Context: an optimization exercise on an open-source flow, tuned for small area and a short achievable clock period. The choices shown serve that exercise and are no tape-out recipe.
At most, simulation tests tie the RTL to the original design; equivalence was not proved.
Function not checked in runs 1, 2, 4 and 6: the RTL went through the layout flow alone.
Power figures rest on the tool's default switching activity, not on a simulated workload.

## design/flow/config.mk

```make
export PLATFORM = sky130hd
export DESIGN_NAME = CPU
export DESIGN_NICKNAME = CPU
export VERILOG_FILES = /design/flow/design.v
export SDC_FILE = /design/flow/constraint.sdc
export NUM_CORES = 4
export LEC_CHECK = 0
export CAP_MARGIN = 20
export CORE_MARGIN = 2
export CORE_UTILIZATION = 40
export SETUP_SLACK_MARGIN = 1.5
export SLEW_MARGIN = 20
```

## design/flow/constraint.sdc

```tcl
create_clock -name core_clock -period 3.5 [get_ports {clk}]
set_input_delay 0.7000 -clock core_clock [delete_from_list [all_inputs] [get_ports {clk}]]
set_output_delay 0.7000 -clock core_clock [all_outputs]
set_load 0.01 [all_outputs]
```

## design/flow/design.v

```verilog
module ALU (
    input  [15:0] data1,
    input  [15:0] data2,
    input  [1:0]  op,
    output [15:0] result
);
    wire [15:0] sum = data1 + (op[0] ? ~data2 : data2) + {15'b0, op[0]};
    assign result = op[1] ? (op[0] ? (data1 | data2) : (data1 & data2)) : sum;
endmodule
module Control_Unit (
    input  [3:0] opcode,
    output       mem_read,
    output       mem_write,
    output       reg_write,
    output [1:0] alu_op
);
    assign mem_read  = (opcode == 4'd5);
    assign mem_write = (opcode == 4'd6);
    assign reg_write = (opcode >= 4'd1) && (opcode <= 4'd5);
    assign alu_op    = (opcode == 4'd2) ? 2'd1 :
                       (opcode == 4'd3) ? 2'd2 :
                       (opcode == 4'd4) ? 2'd3 : 2'd0;
endmodule
module Register_File (
    input         clk,
    input         reset,
    input  [3:0]  read_reg1,
    input  [3:0]  read_reg2,
    input  [3:0]  write_reg,
    input  [15:0] write_data,
    input         reg_write,
    output reg [15:0] reg_data1,
    output reg [15:0] reg_data2
);
    reg [15:0] registers [0:15];
    reg [15:0] valid;
    integer i;
    always @(posedge clk) begin
        for (i = 0; i < 16; i = i + 1)
            if (reg_write && write_reg == i)
                registers[i] <= write_data;
    end
    always @(posedge clk or posedge reset) begin
        if (reset)
            valid <= 16'b0;
        else
            for (i = 0; i < 16; i = i + 1)
                if (reg_write && write_reg == i)
                    valid[i] <= 1'b1;
    end
    always @(*) begin
        reg_data1 = 16'b0;
        reg_data2 = 16'b0;
        for (i = 0; i < 16; i = i + 1) begin
            reg_data1 = reg_data1 | (registers[i] & {16{valid[i] && read_reg1 == i}});
            reg_data2 = reg_data2 | (registers[i] & {16{valid[i] && read_reg2 == i}});
        end
    end
endmodule
module Hazard_Detection_Unit (
    input        clk,
    input        reset,
    input        id_mem_read,
    input  [3:0] id_rd,
    input  [15:0] instr,
    output reg   stall
);
    always @(posedge clk or posedge reset) begin
        if (reset)
            stall <= 1'b0;
        else if (id_mem_read && (id_rd == instr[11:8] || id_rd == instr[7:4]))
            stall <= 1'b1;
    end
endmodule
module CPU (
    input clk,
    input reset,
    output [15:0] pc,
    input [15:0] instr,
    output [15:0] alu_out,
    output mem_read,
    output mem_write,
    input [15:0] mem_data
);
    wire stall;
    reg  stall_d;    
    reg [15:0] pc_reg;
    reg        id_mem_read, id_mem_write, id_reg_write;
    reg [1:0]  id_alu_op;
    reg [3:0]  id_ra, id_rb;
    reg [15:0] ex_data1, ex_data2;
    reg [1:0]  ex_alu_op;
    reg        ex_mem_read, ex_reg_write;
    reg [3:0]  ex_rd;
    reg [15:0] wb_result;
    reg        wb_mem_read, wb_reg_write;
    reg [3:0]  wb_rd;
    wire       dec_mem_read, dec_mem_write, dec_reg_write;
    wire [1:0] dec_alu_op;
    wire [15:0] rf_data1, rf_data2, alu_result;
    Control_Unit cu (
        .opcode(instr[15:12]),
        .mem_read(dec_mem_read),
        .mem_write(dec_mem_write),
        .reg_write(dec_reg_write),
        .alu_op(dec_alu_op)
    );
    Hazard_Detection_Unit hdu (
        .clk(clk),
        .reset(reset),
        .id_mem_read(id_mem_read),
        .id_rd(id_ra),
        .instr(instr),
        .stall(stall)
    );
    always @(posedge clk or posedge reset) begin
        if (reset) begin
            pc_reg       <= 16'b0;
            id_mem_read  <= 1'b0;
            id_mem_write <= 1'b0;
        end else begin
            pc_reg <= pc_reg + {15'b0, ~stall};
            if (!stall) begin
                id_mem_read  <= dec_mem_read;
                id_mem_write <= dec_mem_write;
            end
        end
    end
    always @(posedge clk or posedge reset) begin
        if (reset) begin
            id_reg_write <= 1'b0;
            id_alu_op    <= 2'b0;
            id_ra        <= 4'b0;
            id_rb        <= 4'b0;
        end else begin
            id_reg_write <= dec_reg_write;
            id_alu_op    <= dec_alu_op;
            id_ra        <= instr[11:8];
            id_rb        <= instr[7:4];
        end
    end
    Register_File rf (
        .clk(clk),
        .reset(reset),
        .read_reg1(id_ra),
        .read_reg2(id_rb),
        .write_reg(wb_rd),
        .write_data(wb_mem_read ? mem_data : wb_result),
        .reg_write(wb_reg_write),
        .reg_data1(rf_data1),
        .reg_data2(rf_data2)
    );
    always @(posedge clk or posedge reset) begin
        if (reset) begin
            ex_data1     <= 16'b0;
            ex_data2     <= 16'b0;
            ex_alu_op    <= 2'b0;
            ex_mem_read  <= 1'b0;
            ex_reg_write <= 1'b0;
            ex_rd        <= 4'b0;
        end else begin
            ex_data1     <= rf_data1;
            ex_data2     <= rf_data2;
            ex_alu_op    <= id_alu_op;
            ex_mem_read  <= id_mem_read;
            ex_reg_write <= id_reg_write;
            ex_rd        <= id_ra;
        end
    end
    ALU alu (
        .data1(ex_data1),
        .data2(ex_data2),
        .op(ex_alu_op),
        .result(alu_result)
    );
    always @(posedge clk or posedge reset) begin
        if (reset) begin
            stall_d      <= 1'b0;
            wb_result    <= 16'b0;
            wb_mem_read  <= 1'b0;
            wb_reg_write <= 1'b0;
            wb_rd        <= 4'b0;
        end else begin
            stall_d      <= stall;
            if (!stall_d)
                wb_result <= alu_result;
            wb_mem_read  <= ex_mem_read;
            wb_reg_write <= ex_reg_write;
            wb_rd        <= ex_rd;
        end
    end
    assign pc       = pc_reg;
    assign alu_out  = wb_result;
    assign mem_read = id_mem_read;
    assign mem_write = id_mem_write;
endmodule
```

## design/flow/run.sh

```bash
#!/bin/bash
# synth_recipe.tcl (not shown) runs the flow's synth.tcl, then flattens the netlist and writes it again
# the make line also repeats each setting of config.mk as NAME=value (left out here)
make -C /OpenROAD-flow-scripts/flow DESIGN_CONFIG=/design/flow/config.mk WORK_HOME=/design/flow/orfs CLKGATE_MAP_FILE= SYNTH_SCRIPT=/design/flow/synth_recipe.tcl finish
```

==> run notes, run 1 <==
status=finished clean; max FFs per register=256; Yosys reg bits=365; Fin. Hold Viols=0; Inserted Diodes=0; RSZ-0062 raised after global routing=true; Setup CP Type=reg -> reg; Yosys Warn Count=4; r2r startpoint=ex_alu_op[0]$_DFF_PP0_; chip width=201 um; top-area cell type share of the netlist area=49.4%; fmax=389 MHz; fin nets=1255; DRT Pass-1 Iters=6; Critical Path Most Common Cell=a211o_1; antenna viol nets, final=0; Tot Pwr=10.7 mW; Sequential Power Share=46.8%; area leader, netlist=edfxtp_1; Core Rows=72; Mapped Avg Cell Area=14.5 um2; Max Cap Viol=0; Layout Cells excl Fill=1749; worst-margin pin slew=824 ps; Critical Path Sink Type=flop; Clock Power Share=37.3%; Setup WS pre-CTS=617 ps; gpl congestion=0.934; CTS max path bufs=3; Worst R2R End=wb_result[15]$_DFFE_PP0N_; Int Power=7.87 mW; Post-Synthesis Cells=1072; Biggest register=rf.registers; Final period util=73.5%; sw frac=26.2%; CTS buffer count=38; clock skew=22.5 ps; Clk Tree Root Cell=clkbuf_16; clock sinks=365; Comb power frac=15.9%; Layout area overhead=22.4%; post-route setup slack=928 ps; chip height=201 um; Vias/cell=6.47; worst-skew pair later-pin latency=540 ps; Hold Path End=wb_rd[2]$_DFF_PP0_; CTS tree=yes; R2R depth=10; detailed-route via count=11300; post-layout util=49.4%; count of cell types in the netlist=55; Mapped Area=0.0156 mm2; dominant synthesized flop cell=edfxtp_1; final setup vio count=0; GRT overflow=0; crit-path max cell delay=540 ps; Die ar.=0.0405 mm2; crit path time final=2570 ps; Slew Viols, Final=0; Initial Utilization=40.4%; layout cells sized above 1=23.2%; I/O pin cnt=68; Hold WC Path Type=reg -> reg; Worst-path clk slew=60 ps; WL/cell=29.5 um; max_slew headroom=44.9%; Setup TNS=0 ps; largest net degree at the start of global routing=53; total track usage=25.0%; ys async rst share=29.9%; critical path arrival=2990 ps; slowest stage cell, crit path=dfrtp_4; Post-synth EDFFs=256; worst vdd ir=0.302 mV; Leakage=6.68 nW; hold path cells=0; DP HPWL=30.6 mm; post-synthesis net count=1125; placed cell count=1630; WL final=51.5 mm; drt drc=0; Sw Pwr=2.79 mW; R2R Setup Slk=930 ps; Worst EP required=3920 ps; crit-path cells=buf_6, xor2_1, ha_1, a211o_1, o22a_1, o41ai_4, buf_4, nor3_2, o2111a_1, a211o_1; initial antenna violation count=1; sequential cell area fraction in the yosys report=66.9%; H-tree depth=2; power density cells=560 mW/mm2; DR iter-0 viols=1802; Hold Startpoint=ex_rd[2]$_DFF_PP0_; number of global-route vias before repair=11000; ranking of synthesized cells by area=edfxtp_1 (49%), dfrtp_1 (18%), a221oi_1 (7.3%), a22o_1 (7.3%), xor2_1 (2.0%); critical path fanouts, max=8; CP startpoint kind=flop; PortBufs=63; Core Box Area=0.0386 mm2; global-route wire length before repair=73.9 mm
==> power by group through the flow <==
stage / registers [mW] / logic [mW] / clock network, mW
6_report: 4.99 / 1.69 / 3.98
5_1_grt: 5.02 / 1.83 / 4.20
4_1_cts: 4.98 / 1.56 / 4.03
3_5_place_dp: 5.06 / 1.40 / 0
3_3_place_gp: 5.06 / 1.39 / 0
2_1_floorplan: 4.99 / 1.05 / 0
==> repair_timing <==
item	CTS	global route
pin swaps	19	22
cloned	0	1
buffers inserted	31	18
resized for setup	98	46
hold endpoints to repair	0	0
setup endpoints to repair	131	44
hold buffers	0	0
==> cell type report <==
class | count | area, um2
Fill cell | 3298 | 19500
Sequential cell | 365 | 10400
Multi-Input combinational cell | 622 | 5240
Timing Repair Buffer | 166 | 1470
Clock buffer | 51 | 1100
Tap cell | 518 | 648
Clock inverter | 18 | 138
Inverter | 9 | 37.5
==> layout by cell type (no fill, tap or decap), types with 14 or more instances in the layout <==
cell type	instances
buf_4	86
nor2_1	18
mux2_2	16
or2_2	16
clkbuf_16	40
nand2_1	23
a22o_1	129
dfrtp_1	101
dlygate4sd2_1	34
nand4_1	34
clkdlybuf4s50_1	29
a221oi_1	117
xor2_1	34
edfxtp_1	256
ha_1	15
xnor2_1	14
and3_4	23
and3_1	15
a21oi_1	16
==> how the worst max path moves through the flow <==
stage                                 from                         to  slack [ps]  depth (start not counted)
finish              ex_alu_op[0]$_DFF_PP0_  wb_result[15]$_DFFE_PP0N_         930                         10
global route        ex_alu_op[0]$_DFF_PP0_  wb_result[15]$_DFFE_PP0N_         860                          9
CTS                 ex_alu_op[0]$_DFF_PP0_  wb_result[15]$_DFFE_PP0N_         950                         10
detailed placement  ex_alu_op[0]$_DFF_PP0_  wb_result[15]$_DFFE_PP0N_         620                          8
global placement    ex_alu_op[0]$_DFF_PP0_  wb_result[14]$_DFFE_PP0N_         630                          8
floorplan           ex_alu_op[0]$_DFF_PP0_  wb_result[15]$_DFFE_PP0N_         870                         11
==> cell usage after synthesis, drive strengths merged, types with 6 or more instances <==
master,instances
and3,38
nand4,34
nor2,32
edfxtp,256
o21ai,14
nor2b,8
a221oi,129
nand3,11
o22ai,6
xnor2,14
clkbuf,75
a21oi,20
inv,9
maj3,11
a22o,129
or2,16
ha,18
mux2,17
nand2,23
nor3,10
dfrtp,109
xor2,36
==> logic make-up (layout without fill, tap and decap cells) <==
| logic type | Yosys count | count (layout) | synth area share [%] |
|---|---|---|---|
| buffers and inverters | 86 | 244 | 2.12 |
| DFF | 365 | 365 | 66.9 |
| and+or+nand+nor | 193 | 194 | 6.86 |
| muxes | 19 | 19 | 1.38 |
| xor gates and xnor gates | 50 | 50 | 2.81 |
| adders and majority gates | 30 | 30 | 2.28 |
| AOI/OAI and AO/OA | 329 | 329 | 17.6 |
==> critical path, delay by kind of cell (launching register included) <==
family,cells,cell delay (ps)
AO/OA/AOI/OAI,5,1040
flip-flops,1,540
buffers and inverters,2,360
adder cells (fa/ha/maj),1,310
XOR/XNOR,1,160
AND/OR/NAND/NOR,1,60
==> layer usage <==
metal | GRT usage (%) | vias up | part of all wire (%)
li1 | - | 4658 | -
met1 | 33.0 | 5575 | 37
met2 | 38.4 | 881 | 44
met3 | 6.19 | 208 | 13
met4 | 12.8 | 0 | 5.5
met5 | 0 | - | 0
==> per-stage QoR <==
| stage | hold slack [ps] | instance area (um2) |
|---|---|---|
| after global placement | 333 | 17100 |
| after global routing | 353 | 19100 |
| after detailed placement | 335 | 17100 |
| final | 346 | 19100 |
| after CTS | 347 | 18700 |
| after floorplan | 331 | 15700 |
==> inputs of run 2 (changes only) <==
--- a/design/flow/config.mk
+++ b/design/flow/config.mk
@@ -9,4 +9,5 @@
 export CORE_MARGIN = 2
-export CORE_UTILIZATION = 40
-export SETUP_SLACK_MARGIN = 1.5
+export CORE_UTILIZATION = 60
+export PLACE_DENSITY = 0.7
+export SETUP_SLACK_MARGIN = 1.7
 export SLEW_MARGIN = 20
==> run 2 against run 1 <==
Compared with the run above:
- via count rose by 15%
- first-iteration DRC count is 41% higher
- combinational power is 21% higher
- synthesized cell count unchanged
- count of clock-buffer cells in the layout fell by 3
- highest routed layer is now met5
- clock skew increased by 5.9 ps
- area after synthesis unchanged
- critical endpoint unchanged
- clock power grew 2%
- largest cell class unchanged
- core utilization grew 34 points
==> run notes, run 2 <==
status=finished clean; commonest non-fill, non-tap cells in the layout=edfxtp_1 (256), buf_4 (172), a22o_1 (129); clock sinks=365 (unchanged); count of cell types in the netlist=55 (unchanged); Setup CP Type=reg -> reg; top cells by count, synth=edfxtp_1 (256), a221oi_1 (129), a22o_1 (129); crit path time final=2580 ps (+7.98 ps); total track usage=39.9% (+15 points); Biggest register=rf.registers; WL/cell=35.1 um (+19%); post-synthesis net count=1125 (unchanged); Comb power frac=18.5% (+2.6 points); worst-margin pin slew=742 ps (-81.8 ps); dominant synthesized flop cell=edfxtp_1; critical path arrival=2990 ps (about the same); H-tree depth=2 (unchanged); Post-Synthesis Cells=1072 (unchanged); fin nets=1391 (+11%); PortBufs=63 (unchanged); CP startpoint kind=flop; Int Power=8.11 mW (+3.0%); Sequential Power Share=45.1% (-1.7 points); Worst EP required=3910 ps (about the same); fmax=388 MHz (-0.31%); CTS max path bufs=3 (unchanged); sw frac=27.0% (+0.85 points); chip width=165 um (-18%); Post-synth EDFFs=256 (unchanged); Mapped Area=0.0156 mm2 (unchanged); Worst-path clk slew=70 ps (about the same); largest net degree at the start of global routing=57 (+7.5%); CTS tree=yes; Initial Utilization=61.5% (+21 points); layout cells sized above 1=42.8% (+20 points); Mapped Avg Cell Area=14.5 um2 (unchanged); final setup vio count=0 (unchanged); Yosys reg bits=365 (unchanged); global-route wire length before repair=76.2 mm (+3.2%); Fin. Hold Viols=0 (unchanged); top-area cell type share of the netlist area=49.4% (unchanged); WL final=59.6 mm (+16%); post-route setup slack=920 ps (-7.98 ps); number of global-route vias before repair=11900 (+7.9%); power density cells=529 mW/mm2 (-5.6%); Slew Viols, Final=0 (unchanged); Sw Pwr=3.01 mW (+7.6%); ranking of synthesized cells by area=edfxtp_1 (49%), dfrtp_1 (18%), a221oi_1 (7.3%), a22o_1 (7.3%), xor2_1 (2.0%); Core Rows=58 (-19%); Leakage=7.67 nW (+15%); clock skew=28.4 ps (+5.91 ps); Yosys Warn Count=4 (unchanged); Critical Path Sink Type=flop; chip height=165 um (-18%); GRT overflow=0 (unchanged); fin area=0.0210 mm2 (+10%); DRT Pass-1 Iters=8 (+2); I/O pin cnt=68 (unchanged); max_slew headroom=50.3% (+5.5 points); r2r startpoint=ex_alu_op[0]$_DFF_PP0_; post-layout util=83.0% (+34 points); drt drc=0 (unchanged); DP HPWL=29.7 mm (-2.9%); placed cell areas=0.0168 mm2 (-1.7%); worst vdd ir=0.436 mV (+44%); sequential cell area fraction in the yosys report=66.9% (unchanged); ys async rst share=29.9% (unchanged); Setup TNS=0 ps (unchanged); initial antenna violation count=2 (+1); Final period util=73.7% (+0.23 points); Tot Pwr=11.1 mW (+4.2%); Hold WS=340 ps (-5.56 ps); RSZ-0062 raised after global routing=true; Hold Startpoint=ex_rd[0]$_DFF_PP0_; Layout area overhead=35.1%; worst-skew pair later-pin latency=540 ps (about the same); Die ar.=0.0273 mm2 (-33%); max FFs per register=256 (unchanged); crit path launch=ex_alu_op[0]$_DFF_PP0_; count leader, synth=edfxtp_1; DR iter-0 viols=2533 (+41%); detailed-route via count=13000 (+15%); Hold WC Path Type=reg -> reg; placed cell count=1436 (-12%); Setup WS pre-CTS=587 ps (-30.7 ps); Clock Power Share=36.4% (-0.9 points); Layout Cells excl Fill=1698 (-2.9%); critical path fanouts, max=14 (+6); Vias/cell=7.66 (+18%); most common cell after layout, fill and taps aside=edfxtp_1; Core Box Area=0.0253 mm2 (-34%); area leader, netlist=edfxtp_1; gpl congestion=0.902 (-3.4%); Clk Tree Root Cell=clkbuf_16; CTS buffer count=37 (-2.6%); Max Cap Viol=0 (unchanged); antenna viol nets, final=0 (unchanged)
## run 2: routing by layer
metal,wire (um),vias up,GRT usage [%]
li1,-,4952,-
met1,19200,6189,50.6
met2,25500,1425,59.8
met5,27,-,0
met3,9730,432,13.7
met4,5080,4,23.6
## run 2: final cells by class
| cell class | count | area (um2) |
|---|---|---|
| inverters | 9 | 37.5 |
| well taps | 330 | 413 |
| fillers | 1202 | 4290 |
| clock buffers | 48 | 1040 |
| repair buffers | 300 | 2850 |
| clock inverters | 20 | 180 |
| diodes | 1 | 2.50 |
| multi-input cells | 625 | 6080 |
| flip-flops and latches | 365 | 10400 |
## run 2: worst max-delay path: stages (launching register included)
cell and delay [ps]:
dfrtp_2 420, buf_12 150, buf_6 150, xor2_1 180, ha_2 220, a211o_1 350
o22a_1 220, o41ai_4 60, buf_4 190, nor3_4 50, o2111a_1 240, a211o_1 230
## run 2: final timing paths
| kind | endpoint | slack, ps | cells past startpoint |
|---|---|---|---|
| worst max-delay path | wb_result[15]$_DFFE_PP0N_ | 920 | 11 |
| worst min-delay path | wb_rd[0]$_DFF_PP0_ | 340 | 0 |
| worst max register to register | wb_result[15]$_DFFE_PP0N_ | 920 | 11 |
| worst min register to register | wb_rd[0]$_DFF_PP0_ | 340 | 0 |
| max in group asynchronous | ex_data2[11]$_DFF_PP0_ | 2170 | 3 |
| min in group asynchronous | wb_result[1]$_DFFE_PP0N_ | 550 | 2 |
## run 2: what timing repair did
item	in CTS	in global routing
hold buffers	0	0
setup buffers	128	56
cloned	4	5
pin swaps	79	89
gates resized for setup	352	117
endpoints found under the setup margin	190	125
## run 2: cell families after synthesis
| group | Yosys count | synth area share, % |
|---|---|---|
| AOI/OAI and AO/OA | 329 | 17.6 |
| xor gates and xnor gates | 50 | 2.81 |
| adders and majority gates | 30 | 2.28 |
| buffers and inverters | 86 | 2.12 |
| DFF | 365 | 66.9 |
| muxes | 19 | 1.38 |
| and+or+nand+nor | 193 | 6.86 |
## run 2: power by group through the flow
stage	sequential, mW	clock, mW	combinational, mW
floorplan	4.99	0	1.05
global placement	5.05	0	1.39
detailed placement	5.05	0	1.41
CTS	4.98	3.99	1.76
global route	5.03	4.20	2.15
finish	5.02	4.05	2.05
==> inputs of run 3 (changes only) <==
--- a/design/flow/design.v
+++ b/design/flow/design.v
@@ -1,4 +1,15 @@
-module ALU (
+module ALU_PG (
     input  [15:0] data1,
     input  [15:0] data2,
+    input         sub,
+    output [15:0] p,
+    output [15:0] g
+);
+    wire [15:0] b = data2 ^ {16{sub}};
+    assign p = data1 ^ b;
+    assign g = {data1[15:1] & b[15:1], (data1[0] & b[0]) | ((data1[0] ^ b[0]) & sub)};
+endmodule
+module ALU (
+    input  [15:0] p,
+    input  [15:0] g,
     input  [1:0]  op,
@@ -6,4 +17,41 @@
 );
-    wire [15:0] sum = data1 + (op[0] ? ~data2 : data2) + {15'b0, op[0]};
-    assign result = op[1] ? (op[0] ? (data1 | data2) : (data1 & data2)) : sum;
+    wire [15:0] g1, p1, g2, p2, g3, p3, c;
+    genvar i;
+    generate
+        for (i = 0; i < 16; i = i + 1) begin : l1
+            if (i >= 1) begin
+                assign g1[i] = g[i] | (p[i] & g[i-1]);
+                assign p1[i] = p[i] & p[i-1];
+            end else begin
+                assign g1[i] = g[i];
+                assign p1[i] = p[i];
+            end
+        end
+        for (i = 0; i < 16; i = i + 1) begin : l2
+            if (i >= 2) begin
+                assign g2[i] = g1[i] | (p1[i] & g1[i-2]);
+                assign p2[i] = p1[i] & p1[i-2];
+            end else begin
+                assign g2[i] = g1[i];
+                assign p2[i] = p1[i];
+            end
+        end
+        for (i = 0; i < 16; i = i + 1) begin : l3
+            if (i >= 4) begin
+                assign g3[i] = g2[i] | (p2[i] & g2[i-4]);
+                assign p3[i] = p2[i] & p2[i-4];
+            end else begin
+                assign g3[i] = g2[i];
+                assign p3[i] = p2[i];
+            end
+        end
+        for (i = 0; i < 16; i = i + 1) begin : l4
+            if (i >= 8)
+                assign c[i] = g3[i] | (p3[i] & g3[i-8]);
+            else
+                assign c[i] = g3[i];
+        end
+    endgenerate
+    wire [15:0] sum = p ^ {c[14:0], op[0]};
+    assign result = op[1] ? (op[0] ? (p | g) : g) : sum;
 endmodule
@@ -90,3 +138,3 @@
     reg [3:0]  id_ra, id_rb;
-    reg [15:0] ex_data1, ex_data2;
+    reg [15:0] ex_p, ex_g;
     reg [1:0]  ex_alu_op;
@@ -99,3 +147,3 @@
     wire [1:0] dec_alu_op;
-    wire [15:0] rf_data1, rf_data2, alu_result;
+    wire [15:0] rf_data1, rf_data2, alu_result, id_p, id_g;
     Control_Unit cu (
@@ -152,6 +200,13 @@
     );
-    always @(posedge clk or posedge reset) begin
-        if (reset) begin
-            ex_data1     <= 16'b0;
-            ex_data2     <= 16'b0;
+    ALU_PG alu_pg (
+        .data1(rf_data1),
+        .data2(rf_data2),
+        .sub(id_alu_op == 2'd1),
+        .p(id_p),
+        .g(id_g)
+    );
+    always @(posedge clk or posedge reset) begin
+        if (reset) begin
+            ex_p         <= 16'b0;
+            ex_g         <= 16'b0;
             ex_alu_op    <= 2'b0;
@@ -161,4 +216,4 @@
         end else begin
-            ex_data1     <= rf_data1;
-            ex_data2     <= rf_data2;
+            ex_p         <= id_p;
+            ex_g         <= id_g;
             ex_alu_op    <= id_alu_op;
@@ -170,4 +225,4 @@
     ALU alu (
-        .data1(ex_data1),
-        .data2(ex_data2),
+        .p(ex_p),
+        .g(ex_g),
         .op(ex_alu_op),
--- a/design/flow/config.mk
+++ b/design/flow/config.mk
@@ -9,5 +9,5 @@
 export CORE_MARGIN = 2
-export CORE_UTILIZATION = 60
-export PLACE_DENSITY = 0.7
-export SETUP_SLACK_MARGIN = 1.7
+export CORE_UTILIZATION = 55
+export CTS_BUF_LIST = sky130_fd_sc_hd__clkbuf_8
+export SETUP_SLACK_MARGIN = 1.2
 export SLEW_MARGIN = 20
==> run 3 against run 2 <==
Compared with the run above:
- area after synthesis rose by 1.3%
- routed wire length fell by 5.6%
- synthesized cell count rose by 13%
- sequential power barely moved
- combinational power fell by 49%
- critical endpoint is now ex_p[1]$_DFF_PP0_
- largest cell class unchanged
- still clean
- first-iteration DRC count fell by 21%
- via count fell by 4.9%
==> run notes, run 3 <==
status=finished clean; global-route wire length before repair=76.5 mm (+0.33%); CTS tree=yes; post-route setup slack=1140 ps (+223 ps); Layout area overhead=21.6%; worst-margin pin slew=931 ps (+189 ps); Hold WC Path Type=reg -> reg; WL final=56.3 mm (-5.6%); Yosys reg bits=365 (unchanged); H-tree depth=2 (unchanged); count of cell types in the netlist=59 (+7.3%); Hold Buf Count CTS=0 (unchanged); Mapped Area=0.0158 mm2 (+1.3%); met3 WL post-DR=8.05 mm (-17%); Hold Path End=wb_rd[1]$_DFF_PP0_; Worst R2R End=ex_p[1]$_DFF_PP0_; Vias/cell=6.89 (-10%); post-synthesis net count=1268 (+13%); Worst EP required=3970 ps (+60 ps); RSZ-0062 raised after global routing=true; clock sinks=365 (unchanged); R2R Setup Slk=1140 ps (+220 ps); GRT overflow=0 (unchanged); Layout Cells excl Fill=1796 (+5.8%); Setup TNS=0 ps (unchanged); Setup WS pre-CTS=675 ps (+88.7 ps); fmax=424 MHz (+9.4%); final setup vio count=0 (unchanged); Final period util=67.3% (-6.4 points); initial antenna violation count=2 (unchanged); Die ar.=0.0301 mm2 (+10%); gpl congestion=0.906 (+0.49%); Initial Utilization=56.3% (-5.2 points); Metal-1 WL=19.9 mm (+3.8%); sequential cell area fraction in the yosys report=66.0% (-0.86 points); max FFs per register=256 (unchanged); hold path cells=0 (unchanged); drt drc=0 (unchanged); largest net degree at the start of global routing=67 (+18%); Critical Path Sink Type=flop; ys async rst share=29.9% (unchanged); power density cells=498 mW/mm2 (-5.7%); antenna viol nets, final=0 (unchanged); CTS buffer count=58 (+57%); R2R depth=7 (-4); area leader, netlist=edfxtp_1; PortBufs=63 (unchanged); worst vdd ir=0.395 mV (-9.4%); CP startpoint kind=flop; chip height=173 um (+5.0%); Fin. Hold Viols=0 (unchanged); critical path arrival=2820 ps (-170 ps); Core Rows=61 (+5.2%); Post-synth EDFFs=256 (unchanged); count leader, synth=a22oi_1; crit path time final=2360 ps (-223 ps); Post-Synthesis Cells=1216 (+13%); Worst-path clk slew=60 ps (about the same); top sig layer=met5; ranking of synthesized cells by area=edfxtp_1 (49%), dfrtp_1 (17%), a22oi_1 (12%), nand2_1 (3.7%), xnor2_1 (1.7%); worst-skew pair later-pin latency=620 ps (+80 ps); Yosys Warn Count=4 (unchanged); DRT Pass-1 Iters=9 (+1); clock skew=37.9 ps (+9.50 ps); DP HPWL=30.9 mm (+4.0%); Mapped Avg Cell Area=13.0 um2 (-11%); fin nets=1421 (+2.2%); Leakage=7.42 nW (-3.4%); Clk Tree Root Cell=clkbuf_8; max_slew headroom=37.8% (-13 points); DR WL met2=24.4 mm (-4.3%); WL/cell=31.3 um (-11%); commonest non-fill, non-tap cells in the layout=edfxtp_1 (256), a22oi_1 (245), nand2_1 (155); number of global-route vias before repair=11700 (-1.7%); Hold Startpoint=ex_rd[1]$_DFF_PP0_; Slew Viols, Final=0 (unchanged); Max Cap Viol=0 (unchanged); critical path fanouts, max=6 (-8); most common cell after layout, fill and taps aside=edfxtp_1; chip width=173 um (+5.0%); top-area cell type share of the netlist area=48.7% (-0.64 points); Core Box Area=0.0280 mm2 (+11%); post-layout util=68.5% (-15 points); CTS max path bufs=3 (unchanged); detailed-route via count=12400 (-4.9%); layout cells sized above 1=24.1% (-19 points); dominant synthesized flop cell=edfxtp_1; top cells by count, synth=a22oi_1 (260), edfxtp_1 (256), nand2_1 (156); Biggest register=rf.registers; total track usage=35.1% (-4.8 points); Setup CP Type=reg -> reg; r2r startpoint=id_ra[1]$_DFF_PP0_; placed cell count=1634 (+14%); I/O pin cnt=68 (unchanged); DR iter-0 viols=2004 (-21%); Hold WS=342 ps (+1.62 ps)
==> run 3: metrics by stage <==
| stage | area [um2] | total power, mW |
|---|---|---|
| 6_report | 19200 | 9.56 |
| 5_1_grt | 19200 | 9.86 |
| 4_1_cts | 18600 | 9.44 |
| 3_5_place_dp | 17000 | 5.93 |
| 3_3_place_gp | 17000 | 5.92 |
| 2_1_floorplan | 15800 | 5.59 |
==> run 3: how the worst max path moves through the flow <==
stage / start / endpoint / cells past startpoint
6_report: id_ra[1]$_DFF_PP0_ / ex_p[1]$_DFF_PP0_ / 7
5_1_grt: id_ra[1]$_DFF_PP0_ / ex_p[1]$_DFF_PP0_ / 7
4_1_cts: id_ra[2]$_DFF_PP0_ / ex_p[6]$_DFF_PP0_ / 6
3_5_place_dp: id_rb[0]$_DFF_PP0_ / ex_p[14]$_DFF_PP0_ / 7
3_3_place_gp: id_ra[3]$_DFF_PP0_ / ex_p[12]$_DFF_PP0_ / 6
2_1_floorplan: id_ra[2]$_DFF_PP0_ / ex_p[5]$_DFF_PP0_ / 8
==> run 3: area by class of cell <==
| type | count | area (um2) |
|---|---|---|
| repair buffers | 168 | 1590 |
| fillers | 2057 | 8830 |
| clock buffers | 67 | 922 |
| inverters | 13 | 52.6 |
| flip-flops and latches | 365 | 10400 |
| multi-input cells | 763 | 5530 |
| diodes | 5 | 12.5 |
| clock inverters | 37 | 179 |
| well taps | 378 | 473 |
==> run 3: cell families (layout without fill, tap and decap cells) <==
kind of cell               count (synthesis)  count (layout)  share of synthesized area (%)
AOI/OAI and AO/OA                        344             344                           15.9
adders and majority gates                 18              18                           1.43
and+or+nand+nor                          336             342                           10.4
other                                      0               5                              0
muxes                                     15              15                           1.05
buffers and inverters                     94             285                           2.77
xor gates and xnor gates                  44              44                           2.44
DFF                                      365             365                           66.0
==> run 3: timing repair <==
item                       in CTS  in global routing
setup endpoints to repair      34                 34
pin swaps                      13                 33
gates cloned                    0                  6
resized for setup              96                 62
buffers inserted               18                 29
==> run 3: critical path, cell delays in order, from the launching register on <==
cell	delay [ps]
dfrtp_2	450
nor2b_4	180
and3_4	280
buf_4	220
a22oi_2	140
nand2_1	80
or4_4	570
ha_1	300
==> run 3: power breakdown <==
part / internal (mW) / switching, mW / leakage (nW) / total [mW]
Combinational: 0.462 / 0.583 / 3.16 / 1.04
Clock: 1.80 / 1.69 / 0.645 / 3.49
Sequential: 4.78 / 0.244 / 3.62 / 5.03
==> run 3: metal layers <==
layer	track usage (%)	vias to the layer above
met1	46.4	5951
met4	19.9	2
li1	-	5039
met2	52.8	1101
met3	9.17	274
met5	0	-
==> inputs of run 4 (changes only) <==
--- a/design/flow/design.v
+++ b/design/flow/design.v
@@ -74,7 +74,10 @@
     input         reset,
-    input  [3:0]  read_reg1,
-    input  [3:0]  read_reg2,
-    input  [3:0]  write_reg,
+    input  [3:0]  next_reg1,     
+    input  [3:0]  next_reg2,
+    input  [15:0] read_sel1,     
+    input  [15:0] read_sel2,
+    input  [15:0] write_en,      
     input  [15:0] write_data,
-    input         reg_write,
+    output reg [15:0] next_sel1,
+    output reg [15:0] next_sel2,
     output reg [15:0] reg_data1,
@@ -84,2 +87,3 @@
     reg [15:0] valid;
+    wire [15:0] we = write_en;
     integer i;
@@ -87,3 +91,3 @@
         for (i = 0; i < 16; i = i + 1)
-            if (reg_write && write_reg == i)
+            if (we[i])
                 registers[i] <= write_data;
@@ -94,5 +98,9 @@
         else
-            for (i = 0; i < 16; i = i + 1)
-                if (reg_write && write_reg == i)
-                    valid[i] <= 1'b1;
+            valid <= valid | we;
+    end
+    always @(*) begin
+        for (i = 0; i < 16; i = i + 1) begin
+            next_sel1[i] = (valid[i] || we[i]) && next_reg1 == i;
+            next_sel2[i] = (valid[i] || we[i]) && next_reg2 == i;
+        end
     end
@@ -102,4 +110,4 @@
         for (i = 0; i < 16; i = i + 1) begin
-            reg_data1 = reg_data1 | (registers[i] & {16{valid[i] && read_reg1 == i}});
-            reg_data2 = reg_data2 | (registers[i] & {16{valid[i] && read_reg2 == i}});
+            reg_data1 = reg_data1 | (registers[i] & {16{read_sel1[i]}});
+            reg_data2 = reg_data2 | (registers[i] & {16{read_sel2[i]}});
         end
@@ -137,3 +145,4 @@
     reg [1:0]  id_alu_op;
-    reg [3:0]  id_ra, id_rb;
+    reg [3:0]  id_ra;
+    reg [15:0] id_sel1, id_sel2;   
     reg [15:0] ex_p, ex_g;
@@ -143,6 +152,7 @@
     reg [15:0] wb_result;
-    reg        wb_mem_read, wb_reg_write;
-    reg [3:0]  wb_rd;
+    reg        wb_mem_read;
+    reg [15:0] wb_we;        
     wire       dec_mem_read, dec_mem_write, dec_reg_write;
     wire [1:0] dec_alu_op;
+    wire [15:0] next_sel1, next_sel2;
     wire [15:0] rf_data1, rf_data2, alu_result, id_p, id_g;
@@ -181,3 +191,4 @@
             id_ra        <= 4'b0;
-            id_rb        <= 4'b0;
+            id_sel1      <= 16'b0;
+            id_sel2      <= 16'b0;
         end else begin
@@ -186,3 +197,4 @@
             id_ra        <= instr[11:8];
-            id_rb        <= instr[7:4];
+            id_sel1      <= next_sel1;
+            id_sel2      <= next_sel2;
         end
@@ -192,7 +204,10 @@
         .reset(reset),
-        .read_reg1(id_ra),
-        .read_reg2(id_rb),
-        .write_reg(wb_rd),
+        .next_reg1(instr[11:8]),
+        .next_reg2(instr[7:4]),
+        .read_sel1(id_sel1),
+        .read_sel2(id_sel2),
+        .write_en(wb_we),
         .write_data(wb_mem_read ? mem_data : wb_result),
-        .reg_write(wb_reg_write),
+        .next_sel1(next_sel1),
+        .next_sel2(next_sel2),
         .reg_data1(rf_data1),
@@ -235,4 +250,3 @@
             wb_mem_read  <= 1'b0;
-            wb_reg_write <= 1'b0;
-            wb_rd        <= 4'b0;
+            wb_we        <= 16'b0;
         end else begin
@@ -242,4 +256,3 @@
             wb_mem_read  <= ex_mem_read;
-            wb_reg_write <= ex_reg_write;
-            wb_rd        <= ex_rd;
+            wb_we        <= {15'b0, ex_reg_write} << ex_rd;
         end
==> design/flow/flow/run.sh (new file) <==
#!/bin/bash
# Layout flow: the standard ORFS flow (standard.sh), with the standard
# synthesis unchanged. Only two layout settings differ from the standard
# flow: the resizer may swap a cell for one of another footprint, and the
# port buffers start as buf_2 instead of a delay cell. Each step's full
# output goes to a log file of its own here.
set -euo pipefail
bash standard.sh synth > synth.log 2>&1
bash standard.sh MATCH_CELL_FOOTPRINT=0 \
  "BUFFER_PORTS_ARGS=-buffer_cell sky130_fd_sc_hd__buf_2" finish > layout.log 2>&1
==> design/flow/standard.sh (new file) <==
#!/bin/bash
# synth_recipe.tcl (not shown) runs the flow's synth.tcl, then flattens the netlist and writes it again
# the make line also repeats each setting of config.mk as NAME=value (left out here)
make -C /OpenROAD-flow-scripts/flow DESIGN_CONFIG=/design/flow/config.mk WORK_HOME=/design/flow/orfs CLKGATE_MAP_FILE= SYNTH_SCRIPT=/design/flow/synth_recipe.tcl "${@:-finish}"
--- a/design/flow/config.mk
+++ b/design/flow/config.mk
@@ -10,4 +10,6 @@
 export CORE_UTILIZATION = 55
-export CTS_BUF_LIST = sky130_fd_sc_hd__clkbuf_8
-export SETUP_SLACK_MARGIN = 1.2
+export CTS_BUF_LIST = sky130_fd_sc_hd__clkbuf_16
+export CTS_CLUSTER_DIAMETER = 100
+export CTS_CLUSTER_SIZE = 30
+export SETUP_SLACK_MARGIN = 1.5
 export SLEW_MARGIN = 20
removed: design/flow/run.sh
==> run 4 against run 3 <==
Compared with the run above:
- largest power group unchanged
- clock power fell by 32%
- total power fell by 7.0%
- critical path type unchanged
- register-to-register slack improved by 290 ps
- critical path depth fell by 1
- sequential power rose by 9.7%
- non-clock buffer count fell by 14
==> run notes, run 4 <==
status=finished clean; max_slew headroom=17.0% (-21 points); final setup vio count=0 (unchanged); ys async rst share=36.6% (+6.8 points); gpl congestion=0.893 (-1.4%); placed cell count=1548 (-5.3%); CP startpoint kind=flop; Critical Path Sink Type=flop; detailed-route via count=11700 (-5.2%); commonest non-fill, non-tap cells in the layout=edfxtp_1 (256), a22o_1 (127), dfrtp_1 (114); Inserted Diodes=0 (-5); dominant synthesized flop cell=edfxtp_1; Setup CP Type=reg -> reg; initial antenna violation count=0 (-2); Layout area overhead=13.6%; Worst R2R End=ex_p[4]$_DFF_PP0_; hold path cells=1 (+1); sequential cell area fraction in the yosys report=68.6% (+2.6 points); WL final=52.6 mm (-6.6%); largest family of logic cells by synthesized area=compound AO/OA/AOI/OAI gates; post-synthesis mux area share=1.07% (+0.015 points); adder-cell share of the synthesized area=1.36% (-0.071 points); total track usage=33.0% (-2.1 points); critical path fanouts, max=6 (unchanged); CTS max path bufs=3 (unchanged); R2R Setup Slk=1440 ps (+290 ps); top cells by count, synth=edfxtp_1 (256), dfrtp_1 (148), a22o_1 (127); Core Box Area=0.0297 mm2 (+6.1%); Setup crit end=ex_p[4]$_DFF_PP0_; largest net degree at the start of global routing=149 (+120%); Clk Tree Root Cell=clkbuf_16; DRT Pass-1 Iters=9 (unchanged); Setup TNS=0 ps (unchanged); clock skew=22.2 ps (-15.7 ps); area leader, netlist=edfxtp_1; Layout Cells excl Fill=1643 (-8.5%); count leader, synth=edfxtp_1; CTS tree=yes; Vias/cell=7.14 (+3.6%); Yosys reg bits=404 (+11%); Post-synth EDFFs=256 (unchanged); Core Rows=63 (+3.3%); chip width=178 um (+2.5%); worst vdd ir=0.323 mV (-18%); Initial Utilization=55.9% (-0.44 points); DP HPWL=29.3 mm (-5.0%); Worst-path clk slew=120 ps (+60 ps); Synth Area in Simple Gates=6.70% (-3.7 points); most common cell after layout, fill and taps aside=edfxtp_1; count of cell types in the netlist=60 (+1.7%); power density cells=471 mW/mm2 (-5.4%); I/O pin cnt=68 (unchanged); ranking of synthesized cells by area=edfxtp_1 (46%), dfrtp_1 (22%), a22o_1 (6.7%), a221oi_1 (6.6%), xnor2_1 (1.8%); number of global-route vias before repair=11300 (-3.5%); crit path time final=2060 ps (-294 ps); R2R depth=6 (-1); antenna viol nets, final=0 (unchanged); fmax=485 MHz (+14%); fin nets=1294 (-8.9%); GRT overflow=0 (unchanged); r2r startpoint=id_sel2[1]$_DFF_PP0_; critical path arrival=2510 ps (-310 ps); Final period util=58.9% (-8.4 points); Max Cap Viol=0 (unchanged); max FFs per register=256 (unchanged); Die ar.=0.0316 mm2 (+5.1%); top-area cell type share of the netlist area=46.3% (-2.4 points); Mapped Area=0.0166 mm2 (+5.3%); worst-skew pair later-pin latency=550 ps (-70 ps); CTS buffer count=17 (-71%); DR iter-0 viols=1714 (-14%); layout cells sized above 1=22.8% (-1.2 points); Slew Viols, Final=0 (unchanged); crit path launch=id_sel2[1]$_DFF_PP0_; Hold WC Path Type=in -> reg; chip height=178 um (+2.5%); worst-margin pin slew=1250 ps (+314 ps); Fillers=2226 (+8.2%); Fin. Hold Viols=0 (unchanged); clock sinks=404 (+11%); complex-gate fraction of the synthesized area=17.3% (+1.4 points); Leakage=6.93 nW (-6.6%); post-synthesis net count=1200 (-5.4%); drt drc=0 (unchanged); xor and xnor area share after synthesis=2.48% (+0.036 points); Worst EP required=3950 ps (-20 ps); Yosys Warn Count=4 (unchanged); Mapped Avg Cell Area=14.5 um2 (+11%); RSZ-0062 raised after global routing=true; H-tree depth=1 (-1); PortBufs=63 (unchanged); Biggest register=rf.registers; global-route wire length before repair=73.9 mm (-3.4%); Post-Synthesis Cells=1148 (-5.6%); WL/cell=32.0 um (+2.2%)
## run 4: changes by cell type after synthesis, moves of 29 or more
cell / before / now
dfrtp_1: 109 / 148
a22o_1: 4 / 127
nand2_1: 156 / 35
a221oi_1: 2 / 125
and3_1: 36 / 6
nand4_1: 5 / 34
a22oi_1: 260 / 8
## run 4: layout make-up
| type | count | area, um2 | share of cell area (%) |
|---|---|---|---|
| clock inverters | 13 | 70.1 | 0.371 |
| multi-input cells | 637 | 5090 | 27.0 |
| inverters | 28 | 109 | 0.577 |
| repair buffers | 154 | 1200 | 6.35 |
| well taps | 390 | 488 | 2.59 |
| flip-flops and latches | 404 | 11500 | 60.9 |
| clock buffers | 17 | 425 | 2.25 |
## run 4: logic make-up (layout without fill, tap and decap cells)
| group | Yosys count | in the layout |
|---|---|---|
| xor+xnor | 47 | 47 |
| buf+inv | 107 | 212 |
| compound gates | 343 | 343 |
| fa+ha+maj | 18 | 18 |
| simple gates | 213 | 213 |
| mux | 16 | 16 |
| flops | 404 | 404 |
## run 4: power breakdown
part | leakage [nW] | switching [mW] | internal, mW
logic | 2.60 | 0.532 | 0.448
clock network | 0.274 | 1.47 | 0.919
registers | 4.05 | 0.279 | 5.25
## run 4: critical path, stage by stage (launching register included)
cell,delay [ps]
dfrtp_4,580
buf_8,190
a22o_1,220
a221oi_2,180
nand4_1,300
xnor2_1,230
ha_1,280
## run 4: metrics by stage
| step | instance area, um2 | hold WS [ps] | util, % | setup slack (ps) | total power, mW |
|---|---|---|---|---|---|
| floorplan | 16600 | 331 | - | 939 | 6.15 |
| global placement | 17300 | 335 | 58.3 | 1110 | 6.46 |
| detailed placement | 17300 | 337 | 58.3 | 1140 | 6.48 |
| CTS | 18400 | 311 | 62.1 | 1460 | 8.86 |
| global route | 18900 | 322 | 63.5 | 1440 | 9.17 |
| finish | 18900 | 333 | 63.5 | 1440 | 8.89 |
## run 4: layer usage
layer	vias up	share of wire, %	wire (um)	track usage [%]
met3	163	11	5540	6.88
met5	-	0	0	0
li1	4805	-	-	-
met2	770	45	23500	48.9
met1	5988	40	20900	46.8
met4	0	5.0	2610	15.6
## run 4: worst min path at each step
stage / end / startpoint / slack [ps]
after global routing: id_ra[2]$_DFF_PP0_ / instr[10] / 320
after floorplan: ex_reg_write$_DFF_PP0_ / id_reg_write$_DFF_PP0_ / 330
after global placement: wb_mem_read$_DFF_PP0_ / ex_mem_read$_DFF_PP0_ / 330
after CTS: id_ra[2]$_DFF_PP0_ / instr[10] / 310
after detailed placement: wb_mem_read$_DFF_PP0_ / ex_mem_read$_DFF_PP0_ / 340
final: id_ra[2]$_DFF_PP0_ / instr[10] / 330
## run 4: timing repair
action                                  in CTS  in global routing
gates cloned                                 0                  0
hold buffers                                 0                  0
pin swaps                                   16                 43
resized for setup                           56                 57
setup buffers                               52                 13
endpoints found under the setup margin      37                 24
==> inputs of run 5 (changes only) <==
--- a/design/flow/design.v
+++ b/design/flow/design.v
@@ -142,2 +142,3 @@
     reg  stall_d;    
+    reg  [1:0] started;
     reg [15:0] pc_reg;
@@ -158,2 +159,3 @@
     wire [15:0] rf_data1, rf_data2, alu_result, id_p, id_g;
+    reg  [15:0] ex_we;
     Control_Unit cu (
@@ -178,2 +180,3 @@
             id_mem_write <= 1'b0;
+            id_reg_write <= 1'b0;
         end else begin
@@ -184,18 +187,10 @@
             end
-        end
-    end
-    always @(posedge clk or posedge reset) begin
-        if (reset) begin
-            id_reg_write <= 1'b0;
-            id_alu_op    <= 2'b0;
-            id_ra        <= 4'b0;
-            id_sel1      <= 16'b0;
-            id_sel2      <= 16'b0;
-        end else begin
             id_reg_write <= dec_reg_write;
-            id_alu_op    <= dec_alu_op;
-            id_ra        <= instr[11:8];
-            id_sel1      <= next_sel1;
-            id_sel2      <= next_sel2;
-        end
+        end
+    end
+    always @(posedge clk) begin
+        id_alu_op <= dec_alu_op;
+        id_ra     <= instr[11:8];
+        id_sel1   <= next_sel1;
+        id_sel2   <= next_sel2;
     end
@@ -223,17 +218,13 @@
     always @(posedge clk or posedge reset) begin
-        if (reset) begin
-            ex_p         <= 16'b0;
-            ex_g         <= 16'b0;
-            ex_alu_op    <= 2'b0;
-            ex_mem_read  <= 1'b0;
+        if (reset)
             ex_reg_write <= 1'b0;
-            ex_rd        <= 4'b0;
-        end else begin
-            ex_p         <= id_p;
-            ex_g         <= id_g;
-            ex_alu_op    <= id_alu_op;
-            ex_mem_read  <= id_mem_read;
+        else
             ex_reg_write <= id_reg_write;
-            ex_rd        <= id_ra;
-        end
+    end
+    always @(posedge clk) begin
+        ex_p        <= id_p;
+        ex_g        <= id_g;
+        ex_alu_op   <= id_alu_op;
+        ex_mem_read <= id_mem_read;
+        ex_rd       <= id_ra;
     end
@@ -245,16 +236,24 @@
     );
+    integer i;
+    always @(*)
+        for (i = 0; i < 16; i = i + 1)
+            ex_we[i] = ex_reg_write && ex_rd == i;
     always @(posedge clk or posedge reset) begin
         if (reset) begin
+            started      <= 2'b0;
             stall_d      <= 1'b0;
             wb_result    <= 16'b0;
-            wb_mem_read  <= 1'b0;
             wb_we        <= 16'b0;
         end else begin
+            started      <= {started[0], 1'b1};
             stall_d      <= stall;
-            if (!stall_d)
+            if (!started[1])
+                wb_result <= 16'b0;
+            else if (!stall_d)
                 wb_result <= alu_result;
-            wb_mem_read  <= ex_mem_read;
-            wb_we        <= {15'b0, ex_reg_write} << ex_rd;
-        end
-    end
+            wb_we        <= ex_we;
+        end
+    end
+    always @(posedge clk)
+        wb_mem_read <= ex_mem_read;
     assign pc       = pc_reg;
--- a/design/flow/config.mk
+++ b/design/flow/config.mk
@@ -11,5 +11,5 @@
 export CTS_BUF_LIST = sky130_fd_sc_hd__clkbuf_16
-export CTS_CLUSTER_DIAMETER = 100
-export CTS_CLUSTER_SIZE = 30
-export SETUP_SLACK_MARGIN = 1.5
+export CTS_CLUSTER_DIAMETER = 80
+export CTS_CLUSTER_SIZE = 24
+export SETUP_SLACK_MARGIN = 1.6
 export SLEW_MARGIN = 20
==> run 5 against run 4 <==
Compared with the run above:
- routed wire length shrank 3.0%
- final area is 4.6% lower
- non-clock buffer count decreased by 28
- critical endpoint is now ex_p[13]$_DFF_P_
==> run notes, run 5 <==
critical path arrival=2320 ps (-190 ps); Mapped Avg Cell Area=14.1 um2 (-2.2%); Post-Synthesis Cells=1145 (-0.26%); clock skew=24.8 ps (+2.56 ps); top-area cell type share of the netlist area=47.5% (+1.2 points); WL/cell=31.7 um (-1.0%); RSZ-0062 raised after global routing=true; max FFs per register=256 (unchanged); Inserted Diodes=0 (unchanged); fmax=530 MHz (+9.2%); Setup WS pre-CTS=1190 ps (+50.9 ps); sequential cell area fraction in the yosys report=68.3% (-0.35 points); FF/Latch Area=0.0111 mm2 (-3.0%); Multi-input gate area=0.00480 mm2 (-5.7%); worst-skew pair later-pin latency=550 ps (about the same); Hold Startpoint=ex_mem_read$_DFF_P_; Mapped Area=0.0162 mm2 (-2.5%); count of cell types in the netlist=59 (-1.7%); Core Rows=62 (-1.6%); chip height=176 um (-1.2%); worst vdd ir=0.380 mV (+17%); most common cell after layout, fill and taps aside=edfxtp_1; fin area=0.0180 mm2 (-4.6%); Layout area overhead=11.2%; chip width=176 um (-1.2%); Yosys reg bits=406 (+0.50%); post-synthesis net count=1197 (-0.25%); Critical Path Sink Type=flop; crit path time final=1890 ps (-175 ps); placed cell areas=0.0169 mm2 (-2.6%); detailed-route via count=11200 (-4.1%); Biggest register=rf.registers; GRT overflow=0 (unchanged); commonest non-fill, non-tap cells in the layout=edfxtp_1 (256), a22o_1 (127), a221oi_1 (122); status=finished clean; Setup TNS=0 ps (unchanged); Slew Viols, Final=0 (unchanged); R2R Setup Slk=1610 ps (+170 ps); Yosys Warn Count=4 (unchanged); clock sinks=406 (+0.50%); CTS max path bufs=3 (unchanged); Core Box Area=0.0289 mm2 (-2.9%); Post-synth EDFFs=256 (unchanged); worst-margin pin slew=1110 ps (-136 ps); H-tree depth=1 (unchanged); power density cells=529 mW/mm2 (+12%); Initial Utilization=56.1% (+0.23 points); top cells by count, synth=edfxtp_1 (256), a221oi_1 (129), a22o_1 (127); CTS tree=yes; Vias/cell=6.98 (-2.2%); DR iter-0 viols=1717 (+0.18%); global-route wire length before repair=73.5 mm (-0.54%); Leakage=6.18 nW (-11%); DP HPWL=30.3 mm (+3.3%); total track usage=33.2% (+0.27 points); initial antenna violation count=0 (unchanged); critical path fanouts, max=16 (+10); Max Cap Viol=0 (unchanged); CTS buffer count=21 (+4); Clk Tree Root Cell=clkbuf_16; dominant synthesized flop cell=edfxtp_1; Worst-path clk slew=100 ps (-20 ps); CP startpoint kind=flop; antenna viol nets, final=0 (unchanged); I/O pin cnt=68 (unchanged); post-route setup slack=1610 ps (+175 ps); final setup vio count=0 (unchanged); fin nets=1264 (-2.3%); WL final=51.0 mm (-3.0%); Layout Cells excl Fill=1611 (-1.9%); max_slew headroom=26.0% (+9.0 points); Hold WS=345 ps (+12.5 ps); largest net degree at the start of global routing=73 (-51%); Worst EP required=3930 ps (-20 ps); Die ar.=0.0308 mm2 (-2.4%); drt drc=0 (unchanged); Fillers=2275 (+2.2%); hold path cells=0 (-1); Setup CP Type=reg -> reg; gpl congestion=0.912 (+2.1%); ranking of synthesized cells by area=edfxtp_1 (47%), dfrtp_1 (11%), dfxtp_1 (9.6%), a221oi_1 (7.0%), a22o_1 (6.9%); Fin. Hold Viols=0 (unchanged); Hold WC Path Type=reg -> reg; layout cells sized above 1=18.7% (-4.1 points); PortBufs=63 (unchanged); Final period util=53.9% (-5.0 points); ys async rst share=17.7% (-19 points); count leader, synth=edfxtp_1; area leader, netlist=edfxtp_1; number of global-route vias before repair=10900 (-3.0%); Hold Path End=wb_mem_read$_DFF_P_; R2R depth=5 (-1); Worst R2R End=ex_p[13]$_DFF_P_; placed cell count=1536 (-0.78%); r2r startpoint=id_sel2[13]$_DFF_P_; DRT Pass-1 Iters=7 (-2)
-- run 5: cell types whose count changed after synthesis, moves of 5 or more --
cell / delta
nor2_1: +6
dfrtp_1: -76
dfxtp_1: +78
inv_1: -5
o21ai_0: +9
-- run 5: logic make-up after synthesis --
family	count (synthesis)	share of synthesized area, %
fa+ha+maj	18	1.39
xor+xnor	47	2.54
compound gates	347	17.7
other cells	1	0.0232
mux	17	1.17
flops	406	68.3
simple gates	204	6.38
buf+inv	105	2.50
-- run 5: timing repair --
action	4_1_cts	5_1_grt
setup endpoints to repair	35	18
resized for setup	51	21
pin swaps	9	19
setup buffers	7	30
hold buffers	0	0
-- run 5: stage by stage --
stage / power, mW / util (%)
after floorplan: 6.49 / -
after global placement: 6.91 / 58.5
after detailed placement: 6.92 / 58.5
after CTS: 9.49 / 61.2
after global routing: 9.89 / 62.4
final: 9.52 / 62.4
-- run 5: per-layer routing --
| layer | global-route usage, % | wire [um] | share of wire (%) | up-vias |
|---|---|---|---|---|
| li1 | - | - | - | 4726 |
| met1 | 46.6 | 19700 | 39 | 5596 |
| met2 | 51.1 | 23100 | 45 | 775 |
| met3 | 6.93 | 5890 | 12 | 145 |
| met4 | 13.6 | 2330 | 4.6 | 0 |
| met5 | 0 | 0 | 0 | - |
-- run 5: final cells by class --
cell class	instances	share of cell area, %
multi-input combinational	634	26.7
tap	384	2.67
clock buffer	21	2.92
inverter	23	0.521
timing repair buffer	126	4.82
sequential	406	61.9
clock inverter	17	0.473
-- run 5: power breakdown --
group | internal, mW | switching (mW) | leakage (nW)
sequential | 5.31 | 0.341 | 3.41
clock | 1.12 | 1.51 | 0.346
combinational | 0.560 | 0.687 | 2.42
total | 6.99 | 2.53 | 6.18
-- run 5: how the worst max path moves through the flow --
| stage | to | slack (ps) | startpoint |
|---|---|---|---|
| floorplan | wb_result[10]$_DFFE_PP0P_ | 1760 | ex_g[0]$_DFF_P_ |
| global route | wb_result[10]$_DFFE_PP0P_ | 1570 | ex_g[0]$_DFF_P_ |
| CTS | ex_p[4]$_DFF_P_ | 1560 | id_sel2[0]$_DFF_P_ |
| global placement | ex_p[4]$_DFF_P_ | 1220 | id_sel2[12]$_DFF_P_ |
| finish | ex_p[13]$_DFF_P_ | 1610 | id_sel2[13]$_DFF_P_ |
| detailed placement | ex_p[4]$_DFF_P_ | 1190 | id_sel2[12]$_DFF_P_ |
-- run 5: worst max-delay path: stages (launching register included) --
cell	delay (ps)
dfxtp_4	470
a22o_1	240
a221oi_1	220
nand4_1	310
xnor2_1	230
ha_1	300
==> inputs of run 6 (changes only) <==
--- a/design/flow/design.v
+++ b/design/flow/design.v
@@ -8,4 +8,4 @@
     wire [15:0] b = data2 ^ {16{sub}};
-    assign p = data1 ^ b;
-    assign g = {data1[15:1] & b[15:1], (data1[0] & b[0]) | ((data1[0] ^ b[0]) & sub)};
+    assign p = (data1 ^ data2) ^ {16{sub}};
+    assign g = {data1[15:1] & b[15:1], (data1[0] & b[0]) | (p[0] & sub)};
 endmodule
==> design/flow/flow/run.sh (replaced) <==
#!/bin/bash
set -euo pipefail
bash standard.sh synth > synth.log 2>&1
bash standard.sh MATCH_CELL_FOOTPRINT=0 \
  "BUFFER_PORTS_ARGS=-buffer_cell sky130_fd_sc_hd__buf_2" \
  "CTS_ARGS=-sink_clustering_enable -repair_clock_nets -buf_list sky130_fd_sc_hd__clkbuf_16 -sink_clustering_size 24 -sink_clustering_max_diameter 80 -dont_use_dummy_load" \
  finish > layout.log 2>&1
--- a/design/flow/config.mk
+++ b/design/flow/config.mk
@@ -9,3 +9,3 @@
 export CORE_MARGIN = 2
-export CORE_UTILIZATION = 55
+export CORE_UTILIZATION = 60
 export CTS_BUF_LIST = sky130_fd_sc_hd__clkbuf_16
==> run 6 against run 5 <==
Compared with the run above:
- global-route usage increased by 1.3 points
- non-clock buffer count decreased by 23
- sequential share of layout area increased by 0.45 points
- routed wire length decreased by 2.2%
- first-iteration DRC count increased by 11%
- still clean on timing, DRC and antenna
- sequential cell count unchanged
- via count increased by 2.6%
- final area decreased by 0.94%
- critical path depth increased by 1
==> run notes, run 6 <==
Mapped Avg Cell Area=13.7 um2 (-3.2%); most common cell after layout, fill and taps aside=edfxtp_1; sequential cell area fraction in the yosys report=66.8% (-1.4 points); Worst R2R End=ex_p[12]$_DFF_P_; Leakage=5.98 nW (-3.2%); initial antenna violation count=0 (unchanged); max FFs per register=256 (unchanged); gpl congestion=0.906 (-0.68%); Biggest register=rf.registers; Sw Pwr=2.46 mW (-3.0%); Yosys reg bits=406 (unchanged); post-layout util=66.0% (+3.6 points); Fillers=1978 (-13%); count of cell types in the netlist=54 (-8.5%); Hold WC Path Type=in -> async; Post-synth EDFFs=256 (unchanged); detailed-route via count=11500 (+2.6%); Setup TNS=0 ps (unchanged); fin area=0.0178 mm2 (-0.94%); worst-margin pin slew=1210 ps (+103 ps); Post-Synthesis Cells=1209 (+5.6%); WL/cell=31.4 um (-0.77%); ys async rst share=17.7% (unchanged); PortBufs=63 (unchanged); Yosys Warn Count=4 (unchanged); worst-skew pair later-pin latency=550 ps (about the same); R2R Setup Slk=1580 ps (-30 ps); Clock Power Share=26.7% (-0.9 points); RSZ-0062 raised after global routing=true; final setup vio count=0 (unchanged); DR iter-0 viols=1906 (+11%); top-area cell type share of the netlist area=46.5% (-1.0 points); power density cells=525 mW/mm2 (-0.68%); R2R depth=6 (+1); DP HPWL=29.1 mm (-4.1%); clock sinks=406 (unchanged); CTS buffer count=21 (unchanged); Inserted Diodes=0 (unchanged); Hold Buf Count CTS=0 (unchanged); GRT overflow=0 (unchanged); Core Rows=60 (-3.2%); Max Cap Viol=0 (unchanged); post-synthesis net count=1246 (+4.1%); Worst-path clk slew=90 ps (about the same); CTS max path bufs=3 (unchanged); Vias/cell=7.26 (+4.0%); area leader, netlist=edfxtp_1; Setup crit end=ex_p[12]$_DFF_P_; FF/Latch Area=0.0111 mm2 (-0.22%); r2r startpoint=id_sel2[4]$_DFF_P_; Die ar.=0.0289 mm2 (-6.2%); Critical Path Sink Type=flop; Sequential Power Share=60.3% (+1.0 points); total track usage=34.5% (+1.3 points); top cells by count, synth=edfxtp_1 (256), a22o_1 (94), a221oi_1 (82); H-tree depth=1 (unchanged); CTS tree=yes; Setup CP Type=reg -> reg; layout cells sized above 1=18.0% (-0.70 points); I/O pin cnt=68 (unchanged); Mapped Area=0.0165 mm2 (+2.2%); Comb power frac=13.0% (about the same); Clk Tree Root Cell=clkbuf_16; Final period util=54.7% (+0.78 points); WL final=49.9 mm (-2.2%); clock skew=47.1 ps (+22.3 ps); CP startpoint kind=flop; worst vdd ir=0.451 mV (+19%); chip width=170 um (-3.2%); Fin. Hold Viols=0 (unchanged); Core Box Area=0.0270 mm2 (-6.3%); Slew Viols, Final=0 (unchanged); placed cell areas=0.0170 mm2 (+0.91%); sw frac=26.2% (-0.38 points); crit path launch=id_sel2[4]$_DFF_P_; max_slew headroom=19.2% (-6.9 points); critical path arrival=2340 ps (+20 ps); ranking of synthesized cells by area=edfxtp_1 (46%), dfrtp_1 (11%), dfxtp_1 (9.4%), a22o_1 (5.0%), a221oi_1 (4.3%); number of global-route vias before repair=10900 (-0.027%); status=finished clean; largest net degree at the start of global routing=43 (-41%); DRT Pass-1 Iters=6 (-1); antenna viol nets, final=0 (unchanged); Layout area overhead=7.80%; Multi-input gate area=0.00503 mm2 (+4.8%); Initial Utilization=61.2% (+5.1 points); fin nets=1286 (+1.7%); Int Power=6.91 mW (-1.1%); Worst EP required=3920 ps (about the same); drt drc=0 (unchanged); commonest non-fill, non-tap cells in the layout=edfxtp_1 (256), a22o_1 (94), a221oi_1 (78); critical path fanouts, max=16 (unchanged); fmax=522 MHz (-1.4%); Tot Pwr=9.37 mW (-1.6%); chip height=170 um (-3.2%); global-route wire length before repair=70.9 mm (-3.4%); dominant synthesized flop cell=edfxtp_1; crit path time final=1920 ps (+27.3 ps); count leader, synth=edfxtp_1
-- run 6: cell types whose count changed after synthesis, sizes merged, moves of 4 or more --
cell	before	now
a21o	7	3
a21oi	21	27
a221oi	129	98
a22o	127	96
a22oi	11	70
a31oi	2	8
buf	5	34
clkbuf	77	52
ha	18	3
nand2	33	39
nand3	15	44
nand4	34	20
nor2	47	80
xor2	14	29
-- run 6: power by group through the flow --
| stage | Combinational, mW | Clock [mW] | Sequential, mW |
|---|---|---|---|
| final | 1.22 | 2.50 | 5.65 |
| after global routing | 1.35 | 2.67 | 5.68 |
| after detailed placement | 1.14 | 0 | 5.75 |
| after floorplan | 0.942 | 0 | 5.57 |
| after CTS | 1.17 | 2.51 | 5.63 |
| after global placement | 1.12 | 0 | 5.74 |
-- run 6: cell type report --
| cell class | instances | area share [%] |
|---|---|---|
| Sequential cell | 406 | 62.4 |
| Timing Repair Buffer | 103 | 3.52 |
| Inverter | 24 | 0.547 |
| Multi-Input combinational cell | 693 | 28.2 |
| Clock buffer | 21 | 2.95 |
| Tap cell | 341 | 2.39 |
-- run 6: layer usage --
layer / GRT usage [%] / part of all wire [%] / vias up
li1: - / - / 4808
met1: 48.4 / 37 / 5614
met2: 52.7 / 44 / 929
met3: 8.07 / 13 / 179
met4: 14.0 / 5.1 / 0
met5: 0 / 0 / -
-- run 6: logic make-up after synthesis --
group / Yosys count / synth area share, %
multiplexers: 18 / 1.21
other: 1 / 0.0227
adder cells (fa/ha/maj): 3 / 0.227
flip-flops: 406 / 66.8
AND/OR/NAND/NOR: 260 / 7.55
buffers and inverters: 110 / 3.58
XOR/XNOR: 61 / 3.23
AO/OA/AOI/OAI: 350 / 17.4
-- run 6: worst max-delay path: stages (launching register included) --
cell and delay, ps:
dfxtp_1 290, buf_4 240, a22o_1 250, a221oi_1 240, nand4_1 370, xnor2_2 250
xor2_1 170
-- run 6: per-stage QoR --
step	hold WS, ps	setup WS (ps)	instances
floorplan	310	1870	1209
global placement	312	1310	1558
detailed placement	312	1310	1558
CTS	310	1580	1581
global route	327	1520	1588
finish	303	1580	1588
-- run 6: what timing repair did --
| item | CTS | global route |
|---|---|---|
| setup buffers | 2 | 7 |
| setup endpoints to repair | 34 | 23 |
| cloned | 0 | 0 |
| gates resized for setup | 44 | 23 |
| pin swaps | 5 | 11 |
-- run 6: how the worst min path moves through the flow --
| stage | cells past startpoint | slack [ps] | from | end |
|---|---|---|---|---|
| final | 2 | 300 | reset | pc_reg[11]$_DFF_PP0_ |
| after global routing | 1 | 330 | instr[11] | id_ra[3]$_DFF_P_ |
| after detailed placement | 0 | 310 | ex_mem_read$_DFF_P_ | wb_mem_read$_DFF_P_ |
| after floorplan | 0 | 310 | ex_mem_read$_DFF_P_ | wb_mem_read$_DFF_P_ |
| after global placement | 0 | 310 | ex_mem_read$_DFF_P_ | wb_mem_read$_DFF_P_ |
| after CTS | 1 | 310 | instr[11] | id_ra[3]$_DFF_P_ |

port drivers added, routing unchanged:
The flow's constraints put no driver on any port. The routed layouts listed below were extracted and timed again, unchanged, in two steps. Step 1: set_driving_cell puts a clkbuf_16 on clk and a buf_2 on each other input, an assumption about the parent block. Step 2 times the ports against the registers' clock, not the clock port: input delays grow and output delays shrink by t, the midpoint of the rising clock arrivals with the driver on. Slacks: no drivers / after step 1 / after step 2; pairs: no drivers / after step 1.
run | t (ns) | slack for setup (ns) | latest minus earliest clock arrival (ns) | worst register clock-pin slew, ns
run 1 | 0.578 | 0.928 / 0.928 / 0.928 | 0.024 / 0.024 | 0.07 / 0.07
run 2 | 0.583 | 0.920 / 0.920 / 0.920 | 0.029 / 0.030 | 0.07 / 0.07
run 3 | 0.651 | 1.143 / 1.143 / 1.143 | 0.042 / 0.041 | 0.07 / 0.07
run 4 | 0.587 | 1.437 / 1.437 / 1.437 | 0.023 / 0.023 | 0.12 / 0.12
run 5 | 0.586 | 1.612 / 1.612 / 1.612 | 0.030 / 0.030 | 0.10 / 0.10
run 6 | 0.575 | 1.584 / 1.584 / 1.584 | 0.049 / 0.049 | 0.09 / 0.09
After both steps every run listed still meets setup and hold.
